This is an optimization exercise on Yosys and OpenROAD, whose aim is small area, not a production implementation.
Function was checked by simulation only, so behaviour that the tests miss may differ from the original.

pepper:
## fir_ctrl
module fir_ctrl
#(
    parameter   FIR_IN  = 16,
    parameter   FIR_OUT = 16
)
(
    input   wire                             sys_clk     ,
    input   wire                             sys_rst_n   ,
    input   signed  [FIR_IN  - 1:0]          data_in     ,
    input   wire                             data_valid  ,
    output  signed  [FIR_OUT - 1:0]          fir_out     ,
    output  wire                             fir_out_valid
);
    reg [15:0] x0;
    reg [15:0] x1;
    reg [15:0] x2;
    reg [15:0] x3;
    reg [15:0] x4;
    reg [15:0] x5;
    reg [15:0] x6;
    reg [15:0] x7;
    reg [15:0] x8;
    reg [15:0] x9;
    reg [15:0] x10;
    reg [15:0] x11;
    reg [15:0] x12;
    reg [15:0] x13;
    reg [15:0] x14;
    reg [15:0] x15;
    reg [15:0] x16;
    reg [15:0] x17;
    reg [15:0] x18;
    reg [15:0] x19;
    reg [15:0] x20;
    reg [15:0] x21;
    reg [15:0] x22;
    reg [15:0] x23;
    reg [15:0] x24;
    reg [15:0] x25;
    reg [15:0] x26;
    reg [15:0] x27;
    reg [15:0] x28;
    reg [15:0] x29;
    reg [15:0] x30;
    always @(posedge sys_clk) begin
        x0 <= data_in;
        x1 <= x0;
        x2 <= x1;
        x3 <= x2;
        x4 <= x3;
        x5 <= x4;
        x6 <= x5;
        x7 <= x6;
        x8 <= x7;
        x9 <= x8;
        x10 <= x9;
        x11 <= x10;
        x12 <= x11;
        x13 <= x12;
        x14 <= x13;
        x15 <= x14;
        x16 <= x15;
        x17 <= x16;
        x18 <= x17;
        x19 <= x18;
        x20 <= x19;
        x21 <= x20;
        x22 <= x21;
        x23 <= x22;
        x24 <= x23;
        x25 <= x24;
        x26 <= x25;
        x27 <= x26;
        x28 <= x27;
        x29 <= x28;
        x30 <= x29;
    end
    reg [4:0] fill;
    always @(posedge sys_clk or negedge sys_rst_n)
        if (!sys_rst_n)
            fill <= 5'd0;
        else if (fill != 5'd31)
            fill <= fill + 5'd1;
    wire v2 = fill > 5'd2;
    wire v3 = fill > 5'd3;
    wire v4 = fill > 5'd4;
    wire v6 = fill > 5'd6;
    wire v7 = fill > 5'd7;
    wire v12 = fill > 5'd12;
    wire v13 = fill > 5'd13;
    wire v15 = fill > 5'd15;
    wire v16 = fill > 5'd16;
    wire v17 = fill > 5'd17;
    wire v18 = fill > 5'd18;
    wire v23 = fill > 5'd23;
    wire v24 = fill > 5'd24;
    wire v25 = fill > 5'd25;
    wire v26 = fill > 5'd26;
  ...
export LEC_CHECK = 0
export CAP_MARGIN = 20
export CORE_MARGIN = 2
export CORE_UTILIZATION = 70
export PLACE_DENSITY = 0.8
export SLEW_MARGIN = 20
export SYNTH_HIERARCHICAL = 1
create_clock -name core_clock -period 10.0 [get_ports {sys_clk}]
standard.sh (not shown) runs the stock make flow with config.mk's settings and CLKGATE_MAP_FILE= SYNTH_SCRIPT=/design/flow/synth_recipe.tcl, a recipe that flattens the netlist after the stock synthesis.
==> flow/flow/run.sh <==
#!/bin/bash
# The standard layout (standard.sh, unchanged synthesis) with two changes:
# a clock tree of fewer, larger clusters without dummy loads, and the smallest
# buffer for the port buffers. The full make output goes to standard.log here.
set -euo pipefail
bash standard.sh \
  "CTS_ARGS=-sink_clustering_enable -repair_clock_nets -dont_use_dummy_load -buf_list sky130_fd_sc_hd__clkbuf_16 -sink_clustering_size 30 -sink_clustering_max_diameter 80" \
  "BUFFER_PORTS_ARGS=-buffer_cell sky130_fd_sc_hd__buf_1" \
  finish > standard.log 2>&1
diff inputs: pepper => quartz
Settings: PLACE_DENSITY removed (was 0.8); CORE_UTILIZATION changed from 70 to 40.
==> flow/flow/run.sh <==
#!/bin/bash
# The standard layout (standard.sh, unchanged synthesis) with two changes:
# a clock tree of fewer, larger clusters without dummy loads, and the smallest
# buffer for the port buffers. The full make output goes to standard.log here.
set -euo pipefail
bash standard.sh \
  "CTS_ARGS=-sink_clustering_enable -repair_clock_nets -dont_use_dummy_load -buf_list sky130_fd_sc_hd__clkbuf_16 -sink_clustering_size 26 -sink_clustering_max_diameter 90" \
  "BUFFER_PORTS_ARGS=-buffer_cell sky130_fd_sc_hd__buf_1" \
  finish > standard.log 2>&1
==> comparison <==
Looking at quartz and pepper, the non-clock buffering overhead in the final layout is a wash.
The worst setup slack in quartz sits 0.19 ns below the value recorded for pepper.
Summary of quartz over pepper: die area picked up an extra 73%, well-tap cell count shows an increase of 323.
Shortest period the worst path allows, quartz and pepper: lower on pepper
On met3 track demand over resource in global routing, the higher figure sits with pepper, not quartz.
Relative to quartz, the following input files were edited for zinc:
Settings: putting PLACE_DENSITY at 0.8 where nothing was set; swapping 40 for 70 in CORE_UTILIZATION.
==> flow/flow/run.sh <==
#!/bin/bash
# The standard layout (standard.sh, unchanged synthesis) with two changes:
# a clock tree of fewer, larger clusters without dummy loads, and the smallest
# buffer for the port buffers. The full make output goes to standard.log here.
set -euo pipefail
bash standard.sh \
  "CTS_ARGS=-sink_clustering_enable -repair_clock_nets -dont_use_dummy_load -buf_list sky130_fd_sc_hd__clkbuf_8 -sink_clustering_size 18 -sink_clustering_max_diameter 60" \
  "BUFFER_PORTS_ARGS=-buffer_cell sky130_fd_sc_hd__buf_1" \
  finish > standard.log 2>&1
--- outcome ---
No stage failed in zinc, and the final checks on the layout all came back clean. Transition at the pin with the smallest max-transition slack ended up 0.056 ns lower on zinc than on quartz. Compared zinc vs quartz, and global-route usage is up in zinc. Against quartz, zinc reports a required time of the critical path that is lower.
--- input diff zinc..lagoon ---
==> flow/flow/run.sh <==
#!/bin/bash
# The standard layout (standard.sh, unchanged synthesis) with two changes:
# a clock tree of fewer, larger clusters without dummy loads, and the smallest
# buffer for the port buffers. The full make output goes to standard.log here.
set -euo pipefail
bash standard.sh \
  "CTS_ARGS=-sink_clustering_enable -repair_clock_nets -dont_use_dummy_load -buf_list sky130_fd_sc_hd__clkbuf_8 -sink_clustering_size 20 -sink_clustering_max_diameter 55" \
  "BUFFER_PORTS_ARGS=-buffer_cell sky130_fd_sc_hd__buf_1" \
  finish > standard.log 2>&1
--- outcome ---
- Taking zinc as the reference, in lagoon non-filler instance count after layout about even, first-iteration DRC count rose about 13%, detailed route wirelength on metal3 rose 11%.
- STATUS least setup slack across all paths after layout: lagoon loses against zinc
- lagoon vs zinc: wire length after detailed routing up in lagoon
- Comparing zinc against lagoon, there is no change at all in area of the die.

what the ideal ports hide:
In the flow no input, the clock included, has a driving cell. The finished layouts below were timed again as built, in two steps. Step 1: set_driving_cell puts a clkbuf_16 on sys_clk and a buf_2 on each other input, an assumption about the parent block. Step 2 moves the port delays by t, midway between the first and last clock arrival at a register: inputs arrive t later, outputs are due t later. That takes back most of the time a late clock gives input paths. a / b / c = ideal / step 1 / step 2; a / b = the first two.
run | shift t [ns] | slack for setup (ns) | hold WS [ns] | slew at the worst register clock pin (ns)
pepper | 0.617 | 0.861 / 0.861 / 0.861 | 0.295 / 0.295 / 0.295 | 0.11 / 0.11
quartz | 0.643 | 0.674 / 0.674 / 0.674 | 0.302 / 0.302 / 0.302 | 0.10 / 0.10
zinc | 0.612 | 0.872 / 0.872 / 0.872 | 0.291 / 0.291 / 0.291 | 0.11 / 0.11
lagoon | 0.639 | 0.845 / 0.845 / 0.845 | 0.287 / 0.287 / 0.287 | 0.11 / 0.11
After both steps every run listed still meets setup and hold.
